What follows belongs to an exercise in optimizing a design on an open flow for small area; a production flow would make more cautious choices.
In this exercise RTL edits were held to simulation tests only and were not proved equivalent to the original.

== north ==
// CPU
module CPU (
    output [6:0] disp0, disp1, disp2, disp3, disp4, disp5, disp6, disp7, disp8, disp9, disp10, disp11, disp12, disp13,
    output [2:0] flags,
    output halted,
    output [5:0] mem_addr,
    output mem_wr,
    output [13:0] mem_wdata,
    input [13:0] mem_rdata,
    input clk, rst);
    reg [2:0] ph;             
    reg [3:0] cnt;            
    reg halt;
    reg mLD, mST;             
    reg [5:0] pc;
    reg [2:0] flg;
    reg [13:0] dv;            
    reg dm;                   
    reg [111:0] rf;           
    reg [13:0] T, U;          
    reg c;                    
    reg z;                    
    reg dT, dU;               
    reg mb;                   
    wire ph0 = (ph == 3'd0);
    wire ph6 = (ph == 3'd6);
    wire msel = mLD | mST;
    wire clr = mLD & mST;
    wire stw = mST & ~mLD;    
    wire act = ~clr & ~halt & ~msel;
    assign mem_addr = msel ? U[5:0] : pc;
    assign mem_wr = stw & ph0;
    assign mem_wdata = T;
    assign flags = flg;
    assign halted = halt;
    wire [4:0] op = mem_rdata[13:9];
    wire [2:0] fd = mem_rdata[8:6];
    wire [2:0] fa = mem_rdata[5:3];
    wire [2:0] fb = mem_rdata[2:0];
    wire oNOP  = (op == 5'b00000) | (op == 5'b00010);
    wire oEND  = (op == 5'b00001);
    wire oADD  = (op == 5'b00011);
    wire oSUB  = (op == 5'b00100);
    wire oMUL  = (op == 5'b00101);
    wire oDIV  = (op == 5'b00110);
    wire oLT   = (op == 5'b00111);
    wire oGT   = (op == 5'b01000);
    wire oLE   = (op == 5'b01001);
    wire oGE   = (op == 5'b01010);
    wire oEQ   = (op == 5'b01011);
    wire oNE   = (op == 5'b01100);
    wire oCMP  = oLT | oGT | oLE | oGE | oEQ | oNE;
    wire oAND  = (op == 5'b01101);
    wire oOR   = (op == 5'b01110);
    wire oNOT  = (op == 5'b01111);
    wire oXOR  = (op == 5'b10000);
    wire oTWO  = (op == 5'b10001);
    wire oLSLN = (op == 5'b10010);
    wire oLSRN = (op == 5'b10011);
    wire oSHN  = oLSLN | oLSRN;
    wire oSH1  = (op >= 5'b10100) & (op <= 5'b11001);
    wire oROT  = (op == 5'b11000) | (op == 5'b11001);
    wire oDISP = (op == 5'b11010) | (op == 5'b11011);
  ...
For scale: roughly 750 cells after synthesis.
Settings: LEC_CHECK=0, ABC_AREA=1, CAP_MARGIN=20, CORE_MARGIN=2, CORE_UTILIZATION=55, PLACE_DENSITY=0.7, SLEW_MARGIN=20; clock period 30.0 ns.
standard.sh (not shown) runs the stock make flow with config.mk's settings and CLKGATE_MAP_FILE= SYNTH_SCRIPT=/design/flow/synth_recipe.tcl, a recipe that flattens the netlist after the stock synthesis.
==> flow/flow/run.sh <==
#!/bin/bash
set -uo pipefail
export BUFFER_PORTS_ARGS="-buffer_cell sky130_fd_sc_hd__buf_1"
export CTS_ARGS="-sink_clustering_enable -repair_clock_nets -buf_list {sky130_fd_sc_hd__clkbuf_8} -dont_use_dummy_load"
bash standard.sh synth > standard_synth.log 2>&1 || exit 1
R=orfs/results/sky130hd/CPU/base
if bash flow/resyn.sh $R/1_2_yosys.v $PWD/resyn_out.v $PWD/resyn_work > resyn.log 2>&1; then
  cp $R/1_2_yosys.v standard_1_2_yosys.v
  cp resyn_out.v $R/1_2_yosys.v
  rm -f $R/1_synth.odb
fi
bash standard.sh > standard.log 2>&1
Other scripts of this flow, unchanged in this note and not shown: flow/flow/abc_r4.script, flow/flow/abc_r6.script, flow/flow/abc_s13.script, flow/flow/abc_s2.script, flow/flow/abc_s4.script, flow/flow/abc_s5.script, flow/flow/abc_s6.script, flow/flow/resyn.sh
### north -> south
==> flow/flow/abc_r4m.script (new file) <==
strash
dc2
&get -n
&st
&synch2
&nf -R 1000 -p -F 8 -A 4
&put
strash
dc2
&get -n
&st
&synch2
&nf -R 1000 -p -F 8 -A 4
&put
strash
dc2
&get -n
&st
&synch2
&nf -R 1000 -p -F 8 -A 4
&put
strash
dc2
&get -n
&st
&synch2
&nf -R 1000 -p -F 8 -A 4
&put
topo
mfs3 -ae
==> flow/flow/abc_r6m.script (new file) <==
strash
dc2
&get -n
&st
&synch2
&nf -R 1000 -p -F 8 -A 4
&put
strash
dc2
&get -n
&st
&synch2
&nf -R 1000 -p -F 8 -A 4
&put
strash
dc2
&get -n
&st
&synch2
&nf -R 1000 -p -F 8 -A 4
&put
strash
dc2
&get -n
&st
&synch2
&nf -R 1000 -p -F 8 -A 4
&put
strash
dc2
&get -n
&st
&synch2
&nf -R 1000 -p -F 8 -A 4
&put
strash
dc2
&get -n
&st
&synch2
&nf -R 1000 -p -F 8 -A 4
&put
topo
mfs3 -ae
==> comparison <==
Max number of logic inverters in the finished layout across north and south: south
south ended with less highest fanout seen on the critical path than north.
south vs. north: shortest clock period the worst path allows after layout went up, cell count went down.
Core utilization of south is on par with north.

port drivers added, routing unchanged:
The flow's constraints put no driver on any port. The routed layouts listed below were extracted and timed again, unchanged, in two steps. Step 1 assumes that a clkbuf_16 drives the clock port and a buf_2 every other input. Step 2 times the ports against the registers' clock, not the clock port: input delays grow and output delays shrink by t, the midpoint of the rising clock arrivals with the driver on. Three values: no drivers, after step 1, after step 2; two values: the first two.
| run | t, ns | slack for setup (ns) | worst hold slack (ns) | worst slew at a driven data input, ns | cell pins on the clock port's net |
|---|---|---|---|---|---|
| north | 0.475 | 18.946 / 18.959 / 18.485 | 0.291 / 0.291 / 0.291 | 0.05 | 1 |
| south | 0.467 | 18.516 / 18.522 / 18.056 | 0.311 / 0.311 / 0.311 | 0.04 | 1 |
After both steps setup and hold are still met in every run listed. The setup slack of north, which loses most, moves by +0.013 ns with the drivers and by -0.461 ns with both steps.
